Source: an optimization exercise on an open RTL-to-GDS flow (aim: small area). Production flows keep margins and buffers that such runs may drop. Only simulation tests tie the RTL to the original design; equivalence was not proved. The clock port is modelled as an ideal driver, which makes a skipped or thinned clock tree look cheaper than it is; a real chip needs a root buffer or a tree.

<file path="flow/design.v">
`timescale 1ns / 1ps
module vga_controller(
    input [1:0] qs,
    input [4:0] XHs,
    input [1:0] XMs,
    input [3:0] XLs,
    input [6:0] YHs,
    input [2:0] YLs,
    output [1:0] qns,
    output [4:0] XHns,
    output [1:0] XMns,
    output [3:0] XLns,
    output [6:0] YHns,
    output [2:0] YLns,
    output hsync,
    output vsync,
    output [2:0] c);
    wire new_n100;
    wire new_n102;
    wire new_n104;
    wire new_n105;
    wire new_n106;
    wire new_n107;
    wire new_n110;
    wire new_n111;
    wire new_n112;
    wire new_n115;
    wire new_n116;
    wire new_n117;
    wire new_n119;
    wire new_n120;
    wire new_n121;
    wire new_n123;
    wire new_n124;
    wire new_n126;
    wire new_n128;
    wire new_n129;
    wire new_n130;
    wire new_n131;
    wire new_n132;
    wire new_n133;
    wire new_n134;
    wire new_n135;
    wire new_n137;
    wire new_n138;
    wire new_n139;
    wire new_n140;
    wire new_n141;
    wire new_n142;
    wire new_n143;
    wire new_n144;
    wire new_n146;
    wire new_n147;
    wire new_n148;
    wire new_n149;
    wire new_n150;
    wire new_n151;
    wire new_n152;
    wire new_n153;
    wire new_n154;
    wire new_n155;
    wire new_n156;
    wire new_n157;
    wire new_n158;
    wire new_n159;
    wire new_n160;
    wire new_n161;
    wire new_n162;
    wire new_n163;
    wire new_n164;
    wire new_n165;
    wire new_n166;
    wire new_n167;
    wire new_n168;
    wire new_n169;
    wire new_n170;
    wire new_n171;
    wire new_n172;
    wire new_n173;
    wire new_n174;
    wire new_n175;
    wire new_n176;
    wire new_n177;
    wire new_n178;
    wire new_n179;
    wire new_n180;
    wire new_n181;
    wire new_n182;
    wire new_n183;
    wire new_n184;
    wire new_n185;
    wire new_n186;
    wire new_n187;
    wire new_n188;
    wire new_n189;
    wire new_n190;
    wire new_n191;
    wire new_n192;
    wire new_n193;
    wire new_n194;
    wire new_n195;
    wire new_n196;
    wire new_n197;
    wire new_n198;
    wire new_n199;
    wire new_n200;
    wire new_n201;
    wire new_n202;
    wire new_n203;
    wire new_n204;
    wire new_n205;
    wire new_n206;
    wire new_n207;
    wire new_n208;
    wire new_n209;
    wire new_n210;
    wire new_n211;
    wire new_n212;
    wire new_n213;
    wire new_n214;
    wire new_n215;
    wire new_n216;
    wire new_n217;
    wire new_n218;
    wire new_n219;
    wire new_n220;
    wire new_n221;
    wire new_n222;
    wire new_n223;
    wire new_n226;
    wire new_n227;
    wire new_n228;
    wire new_n229;
    wire new_n230;
    wire new_n231;
    wire new_n232;
    wire new_n233;
    wire new_n234;
    wire new_n235;
    wire new_n236;
    wire new_n237;
    wire new_n238;
    wire new_n239;
    wire new_n240;
    wire new_n241;
    wire new_n54;
    wire new_n55;
    wire new_n56;
    wire new_n57;
    wire new_n58;
    wire new_n60;
    wire new_n61;
    wire new_n62;
    wire new_n64;
    wire new_n65;
    wire new_n66;
    wire new_n67;
    wire new_n68;
    wire new_n69;
    wire new_n71;
    wire new_n72;
    wire new_n73;
    wire new_n77;
    wire new_n79;
    wire new_n80;
    wire new_n81;
    wire new_n83;
    wire new_n84;
    wire new_n86;
    wire new_n87;
    wire new_n88;
    wire new_n90;
    wire new_n92;
    wire new_n93;
    wire new_n94;
    wire new_n95;
    wire new_n96;
    wire new_n97;
    wire new_n98;
    wire new_n99;
    assign qns[0] = ( ~ qs[1] );
    assign qns[1] = ( qs[0] );
    assign new_n54 = ( ~ qs[0] & ~ qs[1] );
    assign new_n55 = ( ~ XLs[0] & ~ XLs[1] );
    assign new_n56 = ( ~ XLs[2] & ~ XLs[3] );
    assign new_n57 = ( ~ XMs[0] & ~ XMs[1] );
    assign new_n58 = ( ~ new_n54 ) | ( ~ new_n55 ) | ( ~ new_n56 ) | ( ~ new_n57 );
    assign XHns[0] = ( ~ XHs[0] & ~ new_n58 ) | ( XHs[0] & new_n58 );
    assign new_n60 = ( ~ XHs[0] & ~ XHs[1] );
    assign new_n61 = ( ~ new_n60 );
    assign new_n62 = ( ~ XHs[0] & ~ new_n58 ) | ( ~ XHs[1] );
    assign XHns[1] = ( ~ new_n58 & ~ new_n61 ) | ( ~ new_n62 );
    assign new_n64 = ( ~ XHs[3] & ~ XHs[4] );
    assign new_n65 = ( ~ new_n54 ) | ( ~ new_n55 ) | ( ~ new_n56 );
    assign new_n66 = ( ~ XMs[0] & ~ XMs[1] & ~ new_n65 );
    assign new_n67 = ( ~ XHs[2] & ~ new_n61 );
    assign new_n68 = ( ~ new_n66 ) | ( ~ new_n67 );
    assign new_n69 = ( ~ new_n58 & ~ new_n61 ) | ( ~ XHs[2] );
    assign XHns[2] = ( ~ new_n64 & ~ new_n68 ) | ( ~ new_n69 );
    assign new_n71 = ( ~ XHs[3] ) | ( ~ new_n68 );
    assign new_n72 = ( ~ XHs[3] & ~ new_n68 );
    assign new_n73 = ( ~ XHs[4] ) | ( ~ new_n72 );
    assign XHns[3] = ( ~ new_n71 ) | ( ~ new_n73 );
    assign XHns[4] = ( XHs[4] & ~ new_n72 ) | ( ~ XHs[4] & new_n72 );
    assign XMns[0] = ( ~ XMs[0] & ~ new_n65 ) | ( XMs[0] & new_n65 );
    assign new_n77 = ( ~ XMs[0] & ~ new_n65 ) | ( ~ XMs[1] );
    assign XMns[1] = ( ~ new_n58 ) | ( ~ new_n77 );
    assign new_n79 = ( ~ XLs[0] );
    assign new_n80 = ( ~ new_n79 ) | ( ~ new_n54 );
    assign new_n81 = ( ~ qs[0] & ~ qs[1] ) | ( ~ XLs[0] );
    assign XLns[0] = ( ~ new_n80 ) | ( ~ new_n81 );
    assign new_n83 = ( ~ new_n54 ) | ( ~ new_n55 );
    assign new_n84 = ( ~ XLs[1] ) | ( ~ new_n80 );
    assign XLns[1] = ( ~ new_n56 & ~ new_n83 ) | ( ~ new_n84 );
    assign new_n86 = ( ~ XLs[1] & ~ XLs[2] );
    assign new_n87 = ( ~ XLs[3] ) | ( ~ new_n86 );
    assign new_n88 = ( ~ XLs[2] ) | ( ~ new_n83 );
    assign XLns[2] = ( ~ new_n80 & ~ new_n87 ) | ( ~ new_n88 );
    assign new_n90 = ( ~ XLs[2] & ~ new_n83 ) | ( ~ XLs[3] );
    assign XLns[3] = ( ~ new_n65 ) | ( ~ new_n90 );
    assign new_n92 = ( ~ YLs[0] & ~ YLs[1] );
    assign new_n93 = ( ~ new_n66 ) | ( ~ new_n64 ) | ( ~ new_n67 ) | ( ~ new_n92 );
    assign new_n94 = ( YLs[2] ) | ( new_n93 );
    assign new_n95 = ( ~ YHs[0] ) | ( ~ new_n94 );
    assign new_n96 = ( ~ YHs[1] & ~ YHs[2] );
    assign new_n97 = ( ~ YHs[3] & ~ YHs[4] & ~ YHs[5] & ~ YHs[6] );
    assign new_n98 = ( ~ new_n96 ) | ( ~ new_n97 );
    assign new_n99 = ( ~ YHs[0] & ~ new_n94 );
    assign new_n100 = ( ~ new_n98 ) | ( ~ new_n99 );
    assign YHns[0] = ( ~ new_n95 ) | ( ~ new_n100 );
    assign new_n102 = ( ~ YHs[1] & ~ new_n99 ) | ( YHs[1] & new_n99 );
    assign YHns[1] = ( ~ new_n96 & ~ new_n102 ) | ( ~ new_n97 & ~ new_n102 );
    assign new_n104 = ( ~ new_n96 ) | ( ~ new_n99 );
    assign new_n105 = ( ~ YHs[0] & ~ YHs[1] );
    assign new_n106 = ( ~ new_n105 );
    assign new_n107 = ( ~ new_n94 & ~ new_n106 ) | ( ~ YHs[2] );
    assign YHns[2] = ( ~ new_n97 & ~ new_n104 ) | ( ~ new_n107 );
    assign YHns[3] = ( ~ YHs[3] & ~ new_n104 ) | ( YHs[3] & new_n104 );
    assign new_n110 = ( ~ YHs[3] & ~ new_n104 ) | ( ~ YHs[4] );
    assign new_n111 = ( ~ YHs[3] & ~ YHs[4] & ~ new_n104 );
    assign new_n112 = ( ~ YHs[5] & ~ YHs[6] ) | ( ~ new_n111 );
    assign YHns[4] = ( ~ new_n110 ) | ( ~ new_n112 );
    assign YHns[5] = ( YHs[5] & ~ new_n111 ) | ( ~ YHs[5] & new_n111 );
    assign new_n115 = ( ~ YHs[5] & ~ YHs[6] );
    assign new_n116 = ( ~ YHs[3] & ~ YHs[4] & ~ YHs[5] );
    assign new_n117 = ( ~ new_n96 ) | ( ~ new_n116 ) | ( ~ new_n99 );
    assign YHns[6] = ( new_n117 & YHs[6] ) | ( new_n115 & new_n111 );
    assign new_n119 = ( ~ new_n66 ) | ( ~ new_n64 ) | ( ~ new_n67 );
    assign new_n120 = ( ~ YLs[1] & ~ YLs[2] );
    assign new_n121 = ( ~ YLs[0] & ~ new_n119 & ~ new_n120 );
    assign YLns[0] = ( YLs[0] & new_n119 ) | ( new_n121 );
    assign new_n123 = ( ~ YLs[2] ) | ( ~ new_n92 );
    assign new_n124 = ( ~ YLs[0] & ~ new_n119 ) | ( ~ YLs[1] );
    assign YLns[1] = ( ~ new_n119 & ~ new_n123 ) | ( ~ new_n124 );
    assign new_n126 = ( ~ YLs[2] ) | ( ~ new_n93 );
    assign YLns[2] = ( ~ new_n94 ) | ( ~ new_n126 );
    assign new_n128 = ( ~ qs[0] );
    assign new_n129 = ( ~ new_n128 & ~ qs[1] ) | ( ~ new_n55 );
    assign new_n130 = ( ~ XLs[2] & ~ new_n129 ) | ( ~ XLs[3] );
    assign new_n131 = ( ~ XHs[1] & ~ XMs[0] & ~ XMs[1] );
    assign new_n132 = ( ~ XHs[0] & ~ new_n130 ) | ( ~ XHs[0] & ~ new_n131 ) | ( ~ XHs[1] & ~ new_n130 ) | ( ~ XMs[1] & ~ new_n130 ) | ( ~ XHs[1] & ~ new_n131 ) | ( ~ XMs[1] & ~ new_n131 );
    assign new_n133 = ( XMs[0] ) | ( ~ XMs[1] );
    assign new_n134 = ( ~ XLs[2] & ~ new_n133 & ~ XLs[3] ) | ( ~ new_n129 & ~ new_n133 & ~ XLs[3] );
    assign new_n135 = ( ~ new_n132 & ~ new_n134 ) | ( ~ new_n64 );
    assign hsync = ( ~ XHs[2] & ~ new_n60 & ~ new_n135 );
    assign new_n137 = ( ~ YLs[1] );
    assign new_n138 = ( XHs[0] ) | ( XHs[1] ) | ( XHs[2] );
    assign new_n139 = ( ~ XLs[0] ) | ( ~ XLs[1] );
    assign new_n140 = ( ~ new_n56 ) | ( ~ new_n57 ) | ( ~ new_n64 ) | ( ~ new_n139 );
    assign new_n141 = ( ~ YLs[0] & ~ new_n138 & ~ new_n129 & ~ new_n140 );
    assign new_n142 = ( ~ YHs[0] & ~ YHs[2] ) | ( ~ YHs[1] & ~ YHs[2] );
    assign new_n143 = ( YHs[1] & ~ YLs[2] );
    assign new_n144 = ( ~ new_n137 & ~ new_n141 ) | ( ~ new_n142 ) | ( ~ new_n143 ) | ( ~ new_n97 );
    assign vsync = ( ~ new_n137 & ~ new_n144 ) | ( ~ new_n141 & ~ new_n144 );
    assign new_n146 = ( YHs[0] ) | ( ~ YHs[1] );
    assign new_n147 = ( ~ YHs[0] ) | ( ~ YHs[1] ) | ( ~ YHs[2] );
    assign new_n148 = ( ~ new_n96 & new_n147 );
    assign new_n149 = ( ~ new_n146 ) | ( ~ new_n148 );
    assign new_n150 = ( ~ XMs[0] ) | ( ~ XMs[1] );
    assign new_n151 = ( YHs[3] ) | ( ~ new_n150 ) | ( ~ XHs[3] );
    assign new_n152 = ( ~ YHs[4] & ~ YHs[6] & ~ new_n149 & ~ new_n151 );
    assign new_n153 = ( ~ YHs[4] & ~ YHs[6] );
    assign new_n154 = ( ~ XHs[1] ) | ( ~ XHs[2] );
    assign new_n155 = ( ~ new_n133 & ~ new_n154 );
    assign new_n156 = ( ~ XHs[4] & YHs[3] & YHs[5] & new_n142 );
    assign new_n157 = ( YLs[2] ) | ( ~ YHs[1] );
    assign new_n158 = ( ~ YHs[0] & ~ YLs[1] ) | ( YHs[0] & YLs[1] );
    assign new_n159 = ( ~ new_n157 & ~ new_n158 );
    assign new_n160 = ( ~ YLs[0] & ~ YLs[1] ) | ( YLs[0] & YLs[1] );
    assign new_n161 = ( ~ new_n159 ) | ( ~ new_n160 );
    assign new_n162 = ( ~ new_n123 & ~ new_n146 );
    assign new_n163 = ( YHs[0] & YHs[1] ) | ( YHs[2] );
    assign new_n164 = ( ~ new_n163 ) | ( ~ new_n147 );
    assign new_n165 = ( ~ YLs[0] & ~ YLs[1] & ~ new_n149 ) | ( ~ new_n164 & ~ YLs[2] );
    assign new_n166 = ( ~ new_n162 & ~ new_n165 );
    assign new_n167 = ( ~ new_n79 & ~ new_n161 ) | ( ~ new_n166 );
    assign new_n168 = ( ~ XLs[1] & ~ new_n157 );
    assign new_n169 = ( ~ new_n143 ) | ( ~ new_n164 );
    assign new_n170 = ( ~ new_n162 & ~ new_n159 );
    assign new_n171 = ( ~ new_n160 & ~ new_n169 ) | ( ~ new_n170 );
    assign new_n172 = ( new_n55 ) | ( new_n168 ) | ( new_n171 );
    assign new_n173 = ( ~ new_n123 );
    assign new_n174 = ( ~ new_n157 & ~ new_n164 ) | ( ~ new_n170 );
    assign new_n175 = ( ~ new_n55 & ~ new_n168 );
    assign new_n176 = ( ~ YHs[0] & ~ new_n174 & ~ new_n175 ) | ( ~ new_n173 & ~ new_n174 & ~ new_n175 ) | ( ~ new_n148 & ~ new_n174 & ~ new_n175 );
    assign new_n177 = ( ~ YLs[2] ) | ( ~ new_n176 );
    assign new_n178 = ( new_n139 & new_n172 & new_n177 );
    assign new_n179 = ( XLs[3] ) | ( ~ XLs[2] );
    assign new_n180 = ( new_n179 ) | ( ~ new_n165 );
    assign new_n181 = ( ~ new_n178 & ~ new_n180 ) | ( ~ new_n87 );
    assign new_n182 = ( ~ new_n167 & new_n57 ) | ( ~ new_n181 & new_n57 );
    assign new_n183 = ( ~ new_n87 & ~ new_n148 & ~ new_n123 & YHs[0] );
    assign new_n184 = ( ~ new_n56 & ~ new_n183 ) | ( ~ new_n172 & ~ new_n183 );
    assign new_n185 = ( ~ new_n176 & ~ new_n184 );
    assign new_n186 = ( ~ new_n143 & ~ new_n162 ) | ( ~ new_n164 & ~ new_n162 );
    assign new_n187 = ( ~ new_n87 & ~ new_n186 ) | ( ~ new_n179 & ~ new_n186 );
    assign new_n188 = ( ~ XMs[1] & ~ new_n185 & ~ new_n187 & XMs[0] );
    assign new_n189 = ( ~ XLs[0] & ~ new_n87 & ~ new_n176 ) | ( ~ new_n166 & ~ new_n87 & ~ new_n176 ) | ( ~ new_n161 & ~ new_n87 & ~ new_n176 );
    assign new_n190 = ( XLs[0] & XLs[1] );
    assign new_n191 = ( ~ new_n55 & ~ new_n190 );
    assign new_n192 = ( ~ new_n190 & ~ new_n171 ) | ( ~ new_n190 & ~ new_n191 ) | ( ~ new_n174 & ~ new_n171 ) | ( ~ new_n174 & ~ new_n191 );
    assign new_n193 = ( ~ new_n179 & ~ new_n192 );
    assign new_n194 = ( ~ XLs[2] & ~ XLs[3] & ~ new_n186 );
    assign new_n195 = ( ~ new_n133 & ~ new_n189 & ~ new_n193 & ~ new_n194 );
    assign new_n196 = ( ~ new_n188 & ~ new_n195 );
    assign new_n197 = ( ~ new_n186 & ~ new_n179 & ~ XLs[0] & ~ XLs[1] ) | ( ~ new_n161 & ~ new_n179 & ~ XLs[0] & ~ XLs[1] );
    assign new_n198 = ( XMs[0] & XMs[1] );
    assign new_n199 = ( ~ XLs[2] & ~ new_n166 & ~ XLs[3] ) | ( ~ new_n177 & ~ new_n166 & ~ XLs[3] );
    assign new_n200 = ( ~ new_n168 & ~ new_n192 ) | ( ~ new_n199 );
    assign new_n201 = ( ~ YHs[3] ) | ( ~ YHs[6] );
    assign new_n202 = ( ~ new_n198 & ~ new_n201 & ~ XHs[4] & ~ new_n138 ) | ( ~ new_n200 & ~ new_n201 & ~ XHs[4] & ~ new_n138 );
    assign new_n203 = ( ~ new_n196 & ~ new_n197 ) | ( ~ new_n202 );
    assign new_n204 = ( ~ XHs[0] ) | ( ~ XHs[1] ) | ( ~ XHs[2] );
    assign new_n205 = ( ~ new_n150 & ~ new_n204 ) | ( ~ XHs[3] );
    assign new_n206 = ( ~ YHs[2] & ~ YHs[3] ) | ( ~ new_n106 & ~ YHs[3] );
    assign new_n207 = ( XHs[0] & XHs[1] ) | ( new_n198 & XHs[1] );
    assign new_n208 = ( ~ XHs[2] & ~ new_n207 );
    assign new_n209 = ( ~ XHs[2] & ~ new_n208 ) | ( ~ new_n61 & ~ new_n208 );
    assign new_n210 = ( ~ XHs[2] & ~ new_n60 ) | ( ~ new_n131 );
    assign new_n211 = ( ~ YHs[4] ) | ( ~ new_n210 );
    assign new_n212 = ( new_n142 & new_n209 ) | ( new_n142 & new_n211 ) | ( new_n208 & new_n209 ) | ( new_n201 & new_n209 ) | ( new_n208 & new_n211 ) | ( new_n201 & new_n211 );
    assign new_n213 = ( ~ new_n205 & ~ new_n206 & ~ new_n212 );
    assign new_n214 = ( ~ YHs[4] & ~ YHs[6] ) | ( ~ YHs[3] );
    assign new_n215 = ( ~ new_n214 & ~ new_n147 ) | ( ~ new_n115 & ~ new_n213 );
    assign new_n216 = ( YHs[3] & YHs[4] ) | ( new_n163 & YHs[4] );
    assign new_n217 = ( ~ YHs[5] & ~ new_n216 ) | ( ~ YHs[6] );
    assign new_n218 = ( ~ XHs[3] & ~ new_n138 ) | ( ~ XHs[4] );
    assign new_n219 = ( ~ new_n57 & ~ new_n96 & ~ new_n201 );
    assign new_n220 = ( ~ new_n204 & ~ new_n219 ) | ( ~ new_n64 );
    assign new_n221 = ( new_n215 & new_n217 & new_n218 & new_n220 );
    assign new_n222 = ( ~ new_n182 & ~ new_n203 ) | ( ~ new_n221 );
    assign new_n223 = ( ~ XHs[0] & ~ new_n222 ) | ( ~ XHs[1] & ~ new_n222 ) | ( ~ XHs[2] & ~ new_n222 ) | ( ~ new_n152 & ~ new_n222 );
    assign c[1] = ( new_n106 & new_n153 & new_n155 & new_n156 ) | ( new_n223 );
    assign c[0] = ( ~ new_n152 & c[1] );
    assign new_n226 = ( ~ YLs[0] & ~ YLs[2] & ~ YHs[6] & ~ YHs[5] ) | ( ~ YLs[1] & ~ YLs[2] & ~ YHs[6] & ~ YHs[5] );
    assign new_n227 = ( ~ XHs[4] ) | ( ~ new_n198 );
    assign new_n228 = ( ~ XLs[2] & ~ XLs[3] ) | ( ~ new_n190 & ~ XLs[3] );
    assign new_n229 = ( ~ new_n227 & ~ new_n228 ) | ( ~ new_n140 );
    assign new_n230 = ( ~ YHs[2] & ~ YHs[4] );
    assign new_n231 = ( ~ YHs[1] ) | ( ~ YHs[6] );
    assign new_n232 = ( ~ YHs[3] & ~ new_n230 & ~ new_n231 );
    assign new_n233 = ( ~ YHs[3] & ~ new_n232 ) | ( ~ new_n96 & ~ new_n232 ) | ( ~ new_n153 & ~ new_n232 );
    assign new_n234 = ( ~ new_n55 ) | ( ~ new_n56 ) | ( ~ new_n131 ) | ( ~ new_n209 );
    assign new_n235 = ( ~ XHs[0] ) | ( ~ XHs[1] ) | ( ~ XLs[3] ) | ( ~ new_n198 );
    assign new_n236 = ( ~ YHs[3] & ~ YHs[4] ) | ( ~ YHs[5] );
    assign new_n237 = ( ~ new_n105 & ~ new_n236 ) | ( ~ new_n230 & ~ new_n236 );
    assign new_n238 = ( ~ new_n116 & ~ new_n237 ) | ( ~ new_n147 & ~ new_n237 );
    assign new_n239 = ( ~ new_n234 & ~ new_n238 ) | ( ~ new_n235 & ~ new_n238 );
    assign new_n240 = ( ~ new_n152 & ~ new_n239 ) | ( ~ new_n204 );
    assign new_n241 = ( ~ YHs[0] & ~ new_n120 & ~ new_n233 ) | ( ~ new_n240 );
    assign c[2] = ( ~ new_n222 & ~ new_n226 & ~ new_n229 & ~ new_n241 );
endmodule
`timescale 1ns / 1ps
module simple_nuclear_display(
    input clk_100MHz,
    input reset,
    input [11:0] sw,
    output hsync,
    output vsync,
    output [11:0] rgb
);
    reg  [1:0] qs;
    wire [1:0] qns;
    reg  [4:0] XHs;
    wire [4:0] XHns;
    reg  [1:0] XMs;
    wire [1:0] XMns;
    reg  [3:0] XLs;
    wire [3:0] XLns;
    reg  [6:0] YHs;
    wire [6:0] YHns;
    reg  [2:0] YLs;
    wire [2:0] YLns;
    wire [2:0] c;
    vga_controller logic_i(.qs(qs), .qns(qns), .XHs(XHs), .XHns(XHns), .XMs(XMs), .XMns(XMns), .XLs(XLs), .XLns(XLns), .YHs(YHs), .YHns(YHns), .YLs(YLs), .YLns(YLns), .hsync(hsync), .vsync(vsync), .c(c));
    always @(posedge clk_100MHz or posedge reset)
        if (reset) begin
            qs <= 2'd0;
            XHs <= 5'd0;
            XMs <= 2'd0;
            XLs <= 4'd1;
            YHs <= 7'd0;
            YLs <= 3'd0;
        end else begin
            qs <= qns;
            XHs <= XHns;
            XMs <= XMns;
            XLs <= XLns;
            YHs <= YHns;
            YLs <= YLns;
        end
    assign rgb = {{4{c[2]}}, c[1], {3{c[0]}}, 4'b0000};
endmodule
`timescale 1ns / 1ps
module nuclear_top(
    input clk_100MHz,
    input reset,
    input [11:0] sw,
    output hsync,
    output vsync,
    output [11:0] rgb
);
    simple_nuclear_display display(
        .clk_100MHz(clk_100MHz),
        .reset(reset),
        .sw(sw),
        .hsync(hsync),
        .vsync(vsync),
        .rgb(rgb)
    );
endmodule
</file>
<file path="flow/flow/run.sh">
#!/bin/bash
# Layout flow: the standard ORFS flow (standard.sh), with these changes:
#  - synthesis is the standard flow's script (synth_recipe.tcl) with ABC's mapping script
#    replaced by flow/map.abc (area-oriented mapping, no buffering or upsizing)
#    and no half-adder extraction (ABC maps those gates too);
#    the registers, their cells and names are the standard synthesis's: the standard
#    synthesis runs first, and flow/fixnames.py gives any register whose name yosys
#    numbered (rather than naming it after its net) the standard synthesis's name;
#  - port buffers of the smallest buffer cell (buf_1) instead of the default;
#  - after floorplan, every logic cell set to the smallest drive of its kind
#    (the design has ~8 ns of slack; later repair steps size up where needed);
#  - clock tree without dummy loads; after CTS, flow/onebuf.tcl hangs all registers
#    on the root clock buffer (a clkbuf_16) and removes the leaf buffers.
# Every tool's output is in orfs/logs/ (the standard synthesis's in std_logs/);
# make's own output in flow_*.log.
set -euo pipefail
here=$(pwd)
res=$here/orfs/results/$FLOW_PLATFORM/nuclear_top/base
# 1. the standard synthesis, for its register names
bash standard.sh synth > "$here/flow_std_synth.log" 2>&1
cp "$res/1_2_yosys.v" "$here/std_1_2_yosys.v"
cp -r "$here/orfs/logs" "$here/std_logs"
rm -rf "$here/orfs"
# 2. this flow's synthesis, names fixed to the standard ones
sed "s|@ABC_SCRIPT@|$here/flow/map.abc|" flow/synth_tmpl.tcl > "$here/flow_synth.tcl"
cat >> config.mk <<EOC
export BUFFER_PORTS_ARGS = -buffer_cell sky130_fd_sc_hd__buf_1
export POST_FLOORPLAN_TCL = $here/flow/downsize.tcl
export CTS_ARGS = -sink_clustering_enable -repair_clock_nets -dont_use_dummy_load
export POST_CTS_TCL = $here/flow/onebuf.tcl
EOC
bash standard.sh "SYNTH_SCRIPT=$here/flow_synth.tcl" "$res/1_2_yosys.v" > "$here/flow_synth.log" 2>&1
python3 flow/fixnames.py "$here/std_1_2_yosys.v" "$res/1_2_yosys.v" > "$here/fixnames.log" 2>&1
# 3. the rest of the standard flow
bash standard.sh "SYNTH_SCRIPT=$here/flow_synth.tcl" finish > "$here/flow_make.log" 2>&1
</file>
<file path="flow/flow/downsize.tcl">
# Set every non-sequential cell to the smallest-area drive strength of the same
# cell family (same name but the _N suffix), keeping its pins.
set ::dont_use_pats $::env(DONT_USE_CELLS)
proc is_dont_use {name} {
  foreach p $::dont_use_pats { if {[string match $p $name]} { return 1 } }
  return 0
}
set n 0
foreach inst [[ord::get_db_block] getInsts] {
  set m [$inst getMaster]
  set name [$m getName]
  if {![regexp {^(sky130_fd_sc_hd__[a-z0-9]+)_([0-9]+)$} $name -> base drive]} { continue }
  if {[regexp {df|dl|sdf|edf|conb|tap|fill|decap|clkbuf|clkinv|clkdly|dlygate|buf} $base]} { continue }
  set best $name
  set best_area [expr {[$m getWidth] * [$m getHeight]}]
  foreach d {0 1 2 4 6 8 12 16} {
    set cand ${base}_$d
    set cm [[ord::get_db] findMaster $cand]
    if {$cm == "NULL" || [is_dont_use $cand]} { continue }
    set a [expr {[$cm getWidth] * [$cm getHeight]}]
    if {$a < $best_area} { set best $cand; set best_area $a }
  }
  if {$best ne $name} {
    replace_cell [$inst getName] $best
    incr n
  }
}
puts "downsize: $n cells set to a smaller drive"
</file>
<file path="flow/flow/fixnames.py">
# fixnames.py STANDARD.v MINE.v : give each register of MINE.v the instance name the
# standard synthesis (STANDARD.v) gave the register driving the same net. Yosys names a
# register after its net, except one it re-creates (an enable it adds, say), which gets a
# number that depends on the rest of the netlist; this keeps those names the standard ones.
import re, sys
std, mine = sys.argv[1], sys.argv[2]
inst_re = re.compile(r'^(\s*)(sky130_fd_sc_hd__\w+)\s+(\S+)\s*\((.*?)\);', re.S | re.M)
def flops(text):
    out = {}
    for m in inst_re.finditer(text):
        cell, name, body = m.group(2), m.group(3), m.group(4)
        if re.match(r'sky130_fd_sc_hd__(df|sdf|edf)', cell):
            q = re.search(r'\.Q\((.*?)\)', body, re.S)
            out[q.group(1).strip()] = (name, cell)
    return out
s_text, m_text = open(std).read(), open(mine).read()
sf, mf = flops(s_text), flops(m_text)
assert set(sf) == set(mf), "register sets differ"
names = set(m.group(3) for m in inst_re.finditer(m_text))
ren = {}
for q, (mname, mcell) in mf.items():
    sname, scell = sf[q]
    assert mcell == scell, f"cell type differs for {q}: {mcell} vs {scell}"
    if mname != sname:
        ren[mname] = sname
# names taken by other cells in mine that we need: move those cells aside
taken = {v for v in ren.values() if v in names and v not in ren}
k = 0
for t in taken:
    while f"_fix{k}_" in names: k += 1
    ren[t] = f"_fix{k}_"; k += 1
def sub(m):
    n = m.group(3)
    return m.group(0) if n not in ren else m.group(0).replace(n, ren[n], 1)
m_text = inst_re.sub(lambda m: m.group(1) + m.group(2) + ' ' + ren.get(m.group(3), m.group(3)) + ' (' + m.group(4) + ');', m_text)
open(mine, 'w').write(m_text)
print("fixnames: renamed", ren)
</file>
<file path="flow/flow/map.abc">
strash
&get -n
&dch -f
&nf -R 1000
&put
topo
</file>
<file path="flow/flow/onebuf.tcl">
# After CTS: hang every register on the clock tree's root buffer and remove the
# leaf buffers under it. The design has ~22 registers close together, which one
# clkbuf_16 drives with a clock-pin slew under the limit; the clock port
# still drives only the root buffer, made a clkbuf_16.
set block [ord::get_db_block]
set clk_net [[$block findBTerm clk_100MHz] getNet]
set root ""
foreach it [$clk_net getITerms] {
  set inst [$it getInst]
  if {[string match "sky130_fd_sc_hd__clkbuf_*" [[$inst getMaster] getName]]} { set root $inst }
}
if {$root eq ""} { error "onebuf: no root clock buffer" }
set root_out [[$root findITerm X] getNet]
set moved 0
set removed 0
foreach it [$root_out getITerms] {
  set inst [$it getInst]
  if {$inst == $root} { continue }
  if {![string match "sky130_fd_sc_hd__clkbuf_*" [[$inst getMaster] getName]]} { continue }
  set leaf_out [[$inst findITerm X] getNet]
  foreach lit [$leaf_out getITerms] {
    if {[$lit getInst] == $inst} { continue }
    $lit disconnect
    $lit connect $root_out
    incr moved
  }
  odb::dbInst_destroy $inst
  odb::dbNet_destroy $leaf_out
  incr removed
}
replace_cell [$root getName] sky130_fd_sc_hd__clkbuf_16
puts "onebuf: removed $removed leaf buffers, moved $moved clock pins to [$root_out getName]"
detailed_placement
check_placement -verbose
estimate_parasitics -placement
report_clock_min_period
</file>
<file path="flow/flow/synth_tmpl.tcl">
# The standard flow's synthesis script (synth_recipe.tcl) with two changes to the logic mapping:
# ABC's script is replaced (area-oriented &nf mapping, no buffering or gate
# upsizing), and half adders are left to ABC (extract_fa does nothing).
# Registers are inferred and named before either step, as in the standard synthesis.
proc synth {args} { yosys synth -nofsm -noshare {*}$args }
proc extract_fa {args} { }
proc abc {args} {
  set i [lsearch -exact $args -script]
  if {$i >= 0} { lset args [expr {$i + 1}] @ABC_SCRIPT@ }
  yosys abc {*}$args
}
source $::env(SCRIPTS_DIR)/synth.tcl
# left out here: clear keep_hierarchy, flatten, clean up, hide names made inside functions, write 1_2_yosys.v
</file>
<file path="flow/standard.sh">
#!/bin/bash
# synth_recipe.tcl (not shown) runs the flow's synth.tcl, then flattens the netlist and writes it again
# the make line also repeats each setting of config.mk as NAME=value (left out here)
make -C /OpenROAD-flow-scripts/flow DESIGN_CONFIG=/design/flow/config.mk WORK_HOME=/design/flow/orfs CLKGATE_MAP_FILE= SYNTH_SCRIPT=/design/flow/synth_recipe.tcl "${@:-finish}"
</file>
<file path="flow/config.mk">
export PLATFORM = sky130hd
export DESIGN_NAME = nuclear_top
export DESIGN_NICKNAME = nuclear_top
export VERILOG_FILES = /design/flow/design.v
export SDC_FILE = /design/flow/constraint.sdc
export NUM_CORES = 4
export LEC_CHECK = 0
export ABC_AREA = 1
export CAP_MARGIN = 20
export CORE_MARGIN = 2
export CORE_UTILIZATION = 40
export SLEW_MARGIN = 20
export BUFFER_PORTS_ARGS = -buffer_cell sky130_fd_sc_hd__buf_1
export POST_FLOORPLAN_TCL = /design/flow/flow/downsize.tcl
export CTS_ARGS = -sink_clustering_enable -repair_clock_nets -dont_use_dummy_load
export POST_CTS_TCL = /design/flow/flow/onebuf.tcl
</file>
<file path="flow/constraint.sdc">
create_clock -name core_clock -period 14.0 [get_ports {clk_100MHz}]
set_input_delay 2.8000 -clock core_clock [delete_from_list [all_inputs] [get_ports {clk_100MHz}]]
set_output_delay 2.8000 -clock core_clock [all_outputs]
set_load 0.01 [all_outputs]
</file>
==> flow_metrics.py <==
metrics = {
    "status": {
        "status": "timing/DRC/antenna clean",
    },
    "worst_setup_path": {
        "slowest_stage": "dfrtp_1",
        "crit_required_ns": 11.20,
        "crit_family": "simple AND/OR/NAND/NOR gates",
        "cp_max_fo": 13,
        "rrSetupSlack_ns": 10.11,
        "path_buf_inv": 1,
        "r2r_start": "display.XLs[1]$_DFF_PP0_",
        "r2r_cells": 10,
        "worstPathArrival_ns": 3.42,
        "crit_chain": "nor2_1 > nor2_1 > nand2_1 > a41oi_1 > nand2_1 > a22oi_1 > nor2_1 > nor2_1 > nand3_1 > o21ai_0 > a2111oi_0 > a21oi_1 > nor4b_1 > buf_1",
        "worstSetupEndpointType": "primary output",
        "timing.rr.end": "display.YHs[6]$_DFF_PP0_",
        "critPathLaunchType": "flip-flop",
        "crit_path_start": "display.YHs[1]$_DFF_PP0_",
        "critPathMaxStageDelay_ns": 0.60,
        "crit_type": "flip-flop to primary output",
        "cp_common_cell": "nor2_1",
    },
    "floorplanning": {
        "die_x_um": 68.28,
        "start_util_pct": 41.32,
        "core_um2": 4000,
        "num_rows": 23,
        "die-area_um2": 4662,
        "io_pins": 28,
        "chipHeight_um": 68.28,
    },
    "synth": {
        "synth_area_leader_cell": "dfrtp_1",
        "synthMuxAreaShare_pct": 0,
        "synth_area_per_cell_um2": 7.479,
        "synthXorXnorAreaFrac_pct": 2.650,
        "yosysWarnings": 1,
        "netlist_area_um2": 1653,
        "synth_common_cells": "o21ai_0, nand2_1, nor2_1",
        "synth-simple-area-share_pct": 28.54,
        "synth_edf_count": 0,
        "synthAdderAreaFrac_pct": 0,
        "yosys-top-cells-area": "dfrtp_1, o21ai_0, nand2_1, nor2_1, a21oi_1",
        "synth_compound_area_share_pct": 28.01,
        "synth_top_family_by_area": "simple AND/OR/NAND/NOR gates",
        "synthCells": 221,
        "async_flop_share_pct": 100.0,
        "synth.most_common_cell": "o21ai_0",
        "ys.flop_type": "dfrtp_1",
        "synth_seq_cells": 23,
        "synth_cell_types": 41,
        "synth_seq_area_share_pct": 34.90,
        "synth.top_cell.area_share_pct": 33.31,
    },
    "global_route": {
        "busiest_layer": "met1",
        "antenna_found_initial": 0,
        "track_usage_pct": 21.53,
        "grt_util_met3_pct": 1.480,
        "grt_max_degree": 24,
        "grt_pass1_wl_um": 7058,
        "gr-total-overflow": 0,
        "use_met1_pct": 33.44,
        "grt_pass1_vias": 1457,
        "grt_use_met2_pct": 32.65,
    },
    "hold_path": {
        "hold_path_depth": 0,
        "worstHoldPathType": "flip-flop to flip-flop",
        "hp-start": "display.qs[0]$_DFF_PP0_",
        "hold_path_end": "display.qs[1]$_DFF_PP0_",
    },
    "clocking": {
        "numClockSinks": 23,
        "clk_latency_ns": 0.16,
        "clk_pin_slew_worst_paths_ns": 0.09,
    },
    "power_and_ir_drop": {
        "power_leakage_nw": 0.6305,
        "power_uw": 98.40,
        "ir_drop_mv": 0.03440,
        "power_density_nw_per_um2": 57.03,
    },
    "routing": {
        "vias_per_cell": 6.000,
        "drc": 0,
        "drt_wl_total_um": 4031,
        "wire_per_inst_um": 14.55,
        "initialDrtViolationCount": 152,
        "ant_nets": 0,
        "dr.pass1.iters": 5,
        "vias": 1662,
    },
    "sta": {
        "tns_ns": 0,
        "setup_viol_count_final": 0,
        "fin_ws_ns": 7.777,
        "hold_viol": 0,
        "finalClockSkew_ns": 0.005526,
        "slew_viol_final": 0,
        "worst_slew_pin_slew_ns": 0.8250,
        "maxSlewHeadroom_pct": 44.66,
        "min_period_over_period_pct": 44.45,
        "max_freq_ghz": 0.1607,
        "min_period_ns": 6.223,
        "holdWs_ns": 0.4622,
        "grt_setup_unrepaired": "false",
    },
    "finish": {
        "postLayoutCoreUtil_pct": 43.13,
        "final_cell_area_um2": 1725,
        "n_antenna_cell": 0,
        "seq_area_um2": 576.8,
        "syn2layout_area_growth_pct": 4.390,
        "fillers": 414,
        "final_nets": 243,
        "stdcell_count": 277,
        "drive_gt1_share_pct": 0.8811,
        "multi_input_area_um2": 993.5,
    },
    "placed_design": {
        "place_inst": 276,
        "numPortBuffers": 11,
        "gp_congestion": 0.9145,
        "dp_slack_ns": 7.959,
        "place_hpwl_um": 2958,
        "place_area_um2": 1700,
    },
    "run": {
        "drv_cap": 0,
    },
}
[cell families after synthesis]
kind of cell	after synthesis
AO/OA/AOI/OAI	78
XOR/XNOR	5
buffers and inverters	16
flip-flops	23
other	1
AND/OR/NAND/NOR	98
[power by group]
group | total, mW | internal (mW) | switching, mW
Clock | 0.0302 | 0.0131 | 0.0170
Sequential | 0.0664 | 0.0664 | 0
Combinational | 0.00185 | 0.0000857 | 0.00176
Total | 0.0984 | 0.0796 | 0.0188
[per-layer routing]
layer / part of all wire [%] / wire length [µm] / vias up
met4: 1.2 / 50 / 0
met2: 45 / 1815 / 63
met3: 5.6 / 225 / 5
li1: - / - / 824
met5: 0 / 0 / -
met1: 48 / 1940 / 770
[state kept, by name (all words and copies together), names as in the netlist]
| register | flops |
|---|---|
| display.YHs | 7 |
| display.XHs | 5 |
| display.XLs | 4 |
| display.YLs | 3 |
| display.XMs | 2 |
| display.qs | 2 |
[cell usage in the layout (no fill, tap or decap), types with 2 or more instances in the layout]
master	n
a21o_1	2
nor2b_1	6
nor3_1	7
o21ai_0	38
buf_1	11
or2_0	4
a311oi_1	2
nand4_1	5
a31oi_1	4
nand2_1	27
or3_1	6
xnor2_1	4
a21oi_1	14
conb_1	4
clkinv_1	7
o211ai_1	3
nand2b_1	3
a2111oi_0	2
nor2_1	25
a22oi_1	2
nand3_1	9
dfrtp_1	22
[area by class of cell]
type,count,area share [%]
repair buffers,11,2.393
flip-flops and latches,23,33.43
multi-input cells,185,57.58
inverters,7,1.523
well taps,50,3.626
clock buffers,1,1.450
[how the worst max path moves through the flow]
stage | slack, ns | depth (start not counted) | to
floorplan | 8.38 | 14 | rgb[5]
global placement | 7.95 | 14 | rgb[5]
detailed placement | 7.96 | 14 | rgb[9]
global route | 7.36 | 14 | rgb[4]
finish | 7.78 | 14 | rgb[9]

## separate check: timing with driven ports
Ports are ideal in the flow. The routed layout listed here was re-timed in OpenROAD. Step 1 assumes that a clkbuf_16 drives the clock port and a buf_2 every other input. Step 2 adds t to the input delays and takes it off the output delays; t is the mean of the earliest and latest rising clock arrival at the registers after step 1. Input paths then give back, and output paths get back, about the clock's delay inside the block. Slacks: ideal / step 1 / step 2; pairs: ideal / step 1.
shift t [ns]: 0.184
setup slack, ns: 7.777 / 7.746 / 7.930
worst slew at a driven data input, ns: 0.03
After both steps this run still meets setup and hold. For this run, drivers alone change the setup slack by -0.031 ns; drivers and shift together by +0.153 ns.
